From an optimization exercise on the open Yosys and OpenROAD flow, aimed at small area, a short achievable clock period and few clock cycles; shortcuts taken in it are not production practice. RTL that was checked went through simulation tests only; none was proved equivalent to the original.

==> flow/design.v (excerpt) <==
module draw_subsystem(
    input               clk,
    input               rst_,
    input  [51:0]       line_op,
    input               line_rts,
    output              line_rtr,
    input  [41:0]       circle_op,
    input               circle_rts,
    output              circle_rtr,
    output [16:0]       mem_addr,
    output [3:0]        mem_wben,
    output [31:0]       mem_wdata,
    input  [31:0]       mem_rdata,
    output              idle
    );
    wire        l_valid, l_take, l_busy;
    wire [16:0] l_addr;
    wire [7:0]  l_mask;
    wire [11:0] l_col;
    wire        c_valid, c_take, c_busy;
    wire [16:0] c_addr;
    wire [7:0]  c_mask;
    wire [11:0] c_col;
    wire        m_busy;
    reg busy_q;
    assign idle = !busy_q;
    always @(posedge clk or negedge rst_) begin
        if (!rst_)
            busy_q <= 1'b0;
        else
            busy_q <= l_busy || c_busy || m_busy
  ...
Settings: LEC_CHECK=0, CAP_MARGIN=20, CORE_MARGIN=2, CORE_UTILIZATION=40, CTS_CLUSTER_DIAMETER=100, CTS_CLUSTER_SIZE=20, SLEW_MARGIN=20; clock period 10.0 ns.
standard.sh (not shown) runs the stock make flow with config.mk's settings and CLKGATE_MAP_FILE= SYNTH_SCRIPT=/design/flow/synth_recipe.tcl, a recipe that flattens the netlist after the stock synthesis.
==> flow/flow/run.sh <==
#!/bin/bash
# The standard layout (standard.sh) with two repair settings changed:
#  - the port buffers are sky130_fd_sc_hd__buf_1 (buffer_ports picks
#    clkdlybuf4s50_1 by default, a slow delay cell);
set -euo pipefail
sed "s|CLKGATE_MAP_FILE= |CLKGATE_MAP_FILE= SETUP_SLACK_MARGIN=7 'BUFFER_PORTS_ARGS=-buffer_cell sky130_fd_sc_hd__buf_1' |" standard.sh > standard_tuned.sh
bash standard_tuned.sh > flow.log 2>&1
Testbench counts at the start, summed over its fixed seeds: cycles 95,149.
Next try:
--- a/flow/design.v
+++ b/flow/design.v
@@ -35,25 +35,25 @@
     wire [7:0] pbit = 8'd1 << x1[2:0];
     wire load_new = !gval || (gclosed && v_take);
     wire pix_ok  = drawing && (load_new || (gval && !gclosed && !newgrp));
     wire [16:0] paddr = {1'b0, y1, 8'b0} - {5'b0, y1, 4'b0} + {9'b0, x1[9:3], 1'b0} + {10'b0, x1[9:3]};
     assign v_valid = gval && gclosed;
     assign v_addr  = gaddr;
     assign v_mask  = gmask;
     assign v_col   = col;        
     assign busy    = !rdy || gval;
-    wire [10:0] ddx = {1'b0, x2} - {1'b0, x1};    
-    wire [9:0]  ndx = x1 - x2;
-    wire [8:0]  ddy = {1'b0, y2} - {1'b0, y1};    
-    wire [7:0]  ndy = y1 - y2;
-    wire [8:0]  mmc = {1'b0, m} - {1'b0, cnt};
-    wire [8:0]  cmm = {1'b0, cnt} - {1'b0, m};
-    wire        dxge = !cmm[8];
+    wire [9:0] ddx = x2 - x1;
+    wire [9:0] ndx = x1 - x2;
+    wire [7:0] ddy = y2 - y1;
+    wire [7:0] ndy = y1 - y2;
+    wire       dxge = (cnt >= m);
+    wire [8:0] mmc  = {1'b0, m} - {1'b0, cnt};
+    wire [8:0] cmm  = {1'b0, cnt} - {1'b0, m};
     wire       swp  = dxge ? xgt : ygt;
     always @(posedge clk or negedge rst_) begin
         if (!rst_) begin
             rdy   <= 1'b1;
             nrdy_o <= 1'b0;
             fin   <= 1'b0;
             state <= S_DIFF;
         end else begin
             if (fin) begin
@@ -83,22 +83,22 @@
                 x1  <= in_op[51:42];
                 y1  <= in_op[39:32];
                 x2  <= in_op[31:22];
                 y2  <= in_op[19:12];
                 col <= in_op[11:0];
             end
         end else begin
             case (state)
                 S_DIFF: begin
-                    xgt <= ddx[10];
-                    ygt <= ddy[8];
-                    cnt <= ddx[10] ? ndx[7:0] : ddx[7:0];
-                    m   <= ddy[8] ? ndy : ddy[7:0];
+                    xgt <= (x1 > x2);
+                    ygt <= (y1 > y2);
+                    cnt <= (x1 > x2) ? ndx[7:0] : ddx[7:0];
+                    m   <= (y1 > y2) ? ndy : ddy;
                 end
                 S_ORDER: begin
                     xmaj <= dxge;
                     if (swp) begin
                         x1 <= x2;
                         y1 <= y2;
                     end
                     mdec <= swp ^ (dxge ? ygt : xgt);
                     if (!dxge) begin
@@ -168,31 +168,31 @@
     reg        rdy;             
     reg        fin;             
     reg        drawing;         
     reg [9:0]  x0;
     reg [8:0]  y0;
     reg [6:0]  r;
     reg [11:0] col;
     reg [2:0]  oct;
     reg [6:0]  cx, cy;          
+    reg [6:0]  k;               
     reg        skip;            
     reg signed [8:0] t;
     reg [9:0]  px;
     reg [8:0]  py;
     reg        newgrp;
     reg  nrdy_o;
     assign in_rtr = !nrdy_o;
     reg        gval, gclosed;
     reg [16:0] gaddr;
     reg [7:0]  gmask;
     wire draw_px = !rdy && !fin && drawing && !skip;
-    wire [6:0] cyp1 = cy + 7'd1;
-    wire lastpx  = (cx == cy) || (swap && cx == cyp1);
+    wire lastpx  = (k == 7'd0) || (swap && k == 7'd1);
     wire last    = lastpx && (oct == 3'd7);
     wire [7:0] pbit = 8'd1 << px[2:0];
     wire load_new = !gval || (gclosed && v_take);
     wire pix_ok  = draw_px && (load_new || (gval && !gclosed && !newgrp));
     wire [16:0] paddr = {py, 8'b0} - {4'b0, py, 4'b0} + {9'b0, px[9:3], 1'b0} + {10'b0, px[9:3]};
     assign v_valid = gval && gclosed;
     assign v_addr  = gaddr;
     assign v_mask  = gmask;
     assign v_col   = col;        
@@ -240,30 +240,32 @@
             if (in_rts) begin
                 x0  <= in_op[41:32];
                 y0  <= in_op[30:22];
                 r   <= in_op[18:12];
                 col <= in_op[11:0];
             end
         end else if (!drawing) begin
             cx <= r;
             cy <= 7'd0;
+            k  <= r;
             t  <= 9'd1 - {2'b0, r};
             px <= sx0;
             py <= sy0;
             newgrp <= 1'b1;
             skip   <= !swap && syn;
         end else if ((pix_ok || skip) && !lastpx) begin
             skip <= 1'b0;
+            k <= k - 7'd1;
             if (xdec) begin
                 cx <= cx - 7'd1;
                 t  <= t + 9'd2 - {1'b0, cx, 1'b0};
             end else begin
-                cy <= cyp1;
+                cy <= cy + 7'd1;
                 t  <= t + {1'b0, cy, 1'b0} + 9'd3;
             end
             if (mv_x) px <= mv_dn ? px - 10'd1 : px + 10'd1;
             else      py <= mv_dn ? py - 9'd1 : py + 9'd1;
             newgrp <= skip || !mv_x || (mv_dn ? (px[2:0] == 3'd0) : (px[2:0] == 3'd7));
         end
     end
     always @(posedge clk or negedge rst_) begin
         if (!rst_) begin
Result: Global-route usage came out lower by 0.10 points. Cell area went up slightly. Critical path depth is unchanged. Final cell count went up slightly. Register-to-register slack gets better by 110 ps. Die area increases slightly. Worst hold slack loses 5.5 ps. Setup slack gains 19 ps. Count of clock-buffer cells in the layout rises by 1. Non-clock buffer count went down by 4.
Testbench counts after the change, summed over its fixed seeds: cycles 95,149.


## the baseline
Another version of the RTL of draw_subsystem (not shown whole).
Size in the first run: about 1600 cells after synthesis, ~260 flip-flops, ~190 I/O pins.
==> module circle_drawer, before the edit <==
module circle_drawer (
    input             clk,
    input             rst_,
    input      [41:0] in_op,
    input             in_rts,
    output            in_rtr,
    output            v_valid,
    output     [15:0] v_grp,        
    output     [7:0]  v_mask,
    output     [11:0] v_col,
    input             v_take,
    output            busy
);
    reg        rdy;             
    reg        drawing;         
    reg [9:0]  x0;
    reg [8:0]  y0;
    reg [6:0]  r;
    reg [11:0] col;
    reg [2:0]  oct;
    reg [6:0]  cx, cy;          
    reg        skip;            
    reg signed [8:0] t;
    reg [7:0]  gmask;           
    reg [2:0]  pxl;             
    reg  nrdy_o;
    assign in_rtr = !nrdy_o;
    wire       swap = oct[0];
    wire       sxn  = oct[1];
    wire       syn  = oct[2];
    wire [6:0] ax = swap ? cy : cx;
    wire [6:0] ay = swap ? cx : cy;
    wire [9:0] px = x0 + ({10{sxn}} ^ {3'b0, ax}) + {9'b0, sxn};
    wire [8:0] py = y0 + ({9{syn}} ^ {2'b0, ay}) + {8'b0, syn};
    wire xdec  = !t[8];
    wire mv_x  = xdec ^ swap;
    wire mv_dn = mv_x ? (xdec ^ sxn) : (xdec ^ syn);
    wire active  = !rdy && drawing;
    wire draw_px = active && !skip;
    wire [6:0] cyp1 = cy + 7'd1;
    wire [6:0] cxm1 = cx - 7'd1;
    wire lastpx  = (cx == cy) || (swap && cx == cyp1);
    wire [7:0] pbit = 8'd1 << pxl;
    wire leave   = lastpx || !mv_x || (mv_dn ? (pxl == 3'd0) : (pxl == 3'd7));
    wire step    = active && (skip || !leave || v_take);
    assign v_valid = draw_px && leave;
    assign v_grp   = {py, px[9:3]};
    assign v_mask  = gmask | pbit;
    assign v_col   = col;
    assign busy    = !rdy;
    always @(posedge clk or negedge rst_) begin
        if (!rst_) begin
            rdy     <= 1'b1;
            nrdy_o  <= 1'b0;
            drawing <= 1'b0;
            oct     <= 3'd0;
        end else begin
            if (rdy) begin
                if (in_rts) begin
                    rdy     <= 1'b0;
                    nrdy_o  <= 1'b1;
                    drawing <= 1'b0;
                    oct     <= 3'd0;
                end
            end else if (!drawing) begin
                drawing <= 1'b1;
            end else if (step && lastpx) begin
                drawing <= 1'b0;
                oct     <= oct + 3'd1;
                if (oct == 3'd7) begin
                    rdy    <= 1'b1;
                    nrdy_o <= 1'b0;
                end
            end
        end
    end
    always @(posedge clk) begin
        if (rdy) begin
            if (in_rts) begin
                x0    <= in_op[41:32];
                y0    <= in_op[30:22];
                r     <= in_op[18:12];
                col   <= in_op[11:0];
                gmask <= 8'd0;
            end
        end else if (!drawing) begin
            cx <= r;
            cy <= 7'd0;
            t  <= 9'd1 - {2'b0, r};
            pxl <= x0[2:0] + (({3{sxn}} ^ r[2:0]) & {3{!swap}}) + {2'b0, sxn && !swap};
            skip <= !swap && syn;
        end else if (step) begin
            if (!skip)
                gmask <= leave ? 8'd0 : (gmask | pbit);
            if (!lastpx) begin
                skip <= 1'b0;
                t <= t + {xdec ? ~{1'b0, cxm1} : {1'b0, cyp1}, 1'b1} + {8'b0, xdec};
                if (xdec) cx <= cxm1;
                else      cy <= cyp1;
                if (mv_x) pxl <= pxl + {{2{mv_dn}}, 1'b1};
            end
        end
    end
endmodule
Settings: LEC_CHECK=0, CAP_MARGIN=20, CORE_MARGIN=2, CORE_UTILIZATION=40, CTS_CLUSTER_DIAMETER=100, CTS_CLUSTER_SIZE=20, SLEW_MARGIN=20; clock period 10.0 ns.
==> flow/flow/run.sh <==
#!/bin/bash
# The standard layout (standard.sh) with two repair settings changed:
#  - the port buffers are sky130_fd_sc_hd__buf_1 (buffer_ports picks
#    clkdlybuf4s50_1 by default, a slow delay cell);
set -euo pipefail
sed "s|CLKGATE_MAP_FILE= |CLKGATE_MAP_FILE= SETUP_SLACK_MARGIN=6.8 'BUFFER_PORTS_ARGS=-buffer_cell sky130_fd_sc_hd__buf_1' |" standard.sh > standard_tuned.sh
bash standard_tuned.sh > flow.log 2>&1
In summary, the baseline completed successfully, with a layout that passed the timing, design-rule and antenna checks.
Testbench counts of the baseline, summed over its fixed seeds: cycles 94,780.
For the candidate, these inputs were changed with respect to the baseline:
--- a/flow/design.v
+++ b/flow/design.v
@@ -151,18 +151,9 @@
     reg        skip;            
     reg signed [8:0] t;
+    reg [9:0]  px;
+    reg [8:0]  py;
     reg [7:0]  gmask;           
-    reg [2:0]  pxl;             
     reg  nrdy_o;
     assign in_rtr = !nrdy_o;
-    wire       swap = oct[0];
-    wire       sxn  = oct[1];
-    wire       syn  = oct[2];
-    wire [6:0] ax = swap ? cy : cx;
-    wire [6:0] ay = swap ? cx : cy;
-    wire [9:0] px = x0 + ({10{sxn}} ^ {3'b0, ax}) + {9'b0, sxn};
-    wire [8:0] py = y0 + ({9{syn}} ^ {2'b0, ay}) + {8'b0, syn};
-    wire xdec  = !t[8];
-    wire mv_x  = xdec ^ swap;
-    wire mv_dn = mv_x ? (xdec ^ sxn) : (xdec ^ syn);
     wire active  = !rdy && drawing;
     wire draw_px = active && !skip;
@@ -170,6 +161,6 @@
     wire [6:0] cxm1 = cx - 7'd1;
     wire lastpx  = (cx == cy) || (swap && cx == cyp1);
-    wire [7:0] pbit = 8'd1 << pxl;
-    wire leave   = lastpx || !mv_x || (mv_dn ? (pxl == 3'd0) : (pxl == 3'd7));
+    wire [7:0] pbit = 8'd1 << px[2:0];
+    wire leave   = lastpx || !mv_x || (mv_dn ? (px[2:0] == 3'd0) : (px[2:0] == 3'd7));
     wire step    = active && (skip || !leave || v_take);
     assign v_valid = draw_px && leave;
@@ -178,4 +169,12 @@
     assign v_col   = col;
     assign busy    = !rdy;
+    wire       swap = oct[0];
+    wire       sxn  = oct[1];
+    wire       syn  = oct[2];
+    wire [9:0] sx0 = x0 + (({10{sxn}} ^ {3'b0, r}) & {10{!swap}}) + {9'b0, sxn && !swap};
+    wire [8:0] sy0 = y0 + (({9{syn}} ^ {2'b0, r}) & {9{swap}}) + {8'b0, syn && swap};
+    wire xdec  = !t[8];
+    wire mv_x  = xdec ^ swap;
+    wire mv_dn = mv_x ? (xdec ^ sxn) : (xdec ^ syn);
     always @(posedge clk or negedge rst_) begin
         if (!rst_) begin
@@ -217,5 +216,6 @@
             cy <= 7'd0;
             t  <= 9'd1 - {2'b0, r};
-            pxl <= x0[2:0] + (({3{sxn}} ^ r[2:0]) & {3{!swap}}) + {2'b0, sxn && !swap};
+            px <= sx0;
+            py <= sy0;
             skip <= !swap && syn;
         end else if (step) begin
@@ -227,5 +227,6 @@
                 if (xdec) cx <= cxm1;
                 else      cy <= cyp1;
-                if (mv_x) pxl <= pxl + {{2{mv_dn}}, 1'b1};
+                if (mv_x) px <= mv_dn ? px - 10'd1 : px + 10'd1;
+                else      py <= mv_dn ? py - 9'd1 : py + 9'd1;
             end
         end
==> run summary <==
In the flow results for the candidate and the baseline, the total detailed-routing wirelength is smaller on the baseline.
Diff the baseline -> the candidate: number of register bits inferred by synthesis moved up; worst hold slack moved down; number of tapcells moved up; average cell area after synthesis moved down.
Min met1 track demand over resource in global routing across the candidate and the baseline: the candidate
The baseline -> the candidate: relative area change from synthesis to final layout flat
Function not checked in the candidate: the RTL went through the layout flow alone.

==> re-timing with driven ports <==
In the flow no input, the clock included, has a driving cell. The finished layouts below were timed again as built, in two steps.
Step 1 sets driving cells, clkbuf_16 on the clock port and buf_2 on the other inputs (assumed; they add their load-dependent delay and slew).
Step 2, shift: input delay + t, output delay - t, t = (earliest + latest rising clock arrival at the registers) / 2. This alone moves slack from input paths to output paths.
Three values: no drivers, after step 1, after step 2; two values: the first two.
run	t (ns)	setup WS [ns]	hold WS [ns]	clock arrival spread, ns
the first run of note 1	0.618	6.830 / 6.768 / 6.579	0.453 / 0.453 / 0.453	0.052 / 0.052
the second run of note 1	0.609	6.848 / 6.791 / 6.492	0.447 / 0.447 / 0.447	0.042 / 0.043
the baseline	0.567	6.852 / 6.803 / 6.424	0.558 / 0.558 / 0.558	0.022 / 0.021
the candidate	0.577	6.852 / 6.797 / 6.375	0.550 / 0.550 / 0.550	0.014 / 0.015
After both steps every run listed still meets setup and hold. The setup slack of the candidate, which loses most, moves by -0.055 ns with the drivers and by -0.477 ns with both steps.
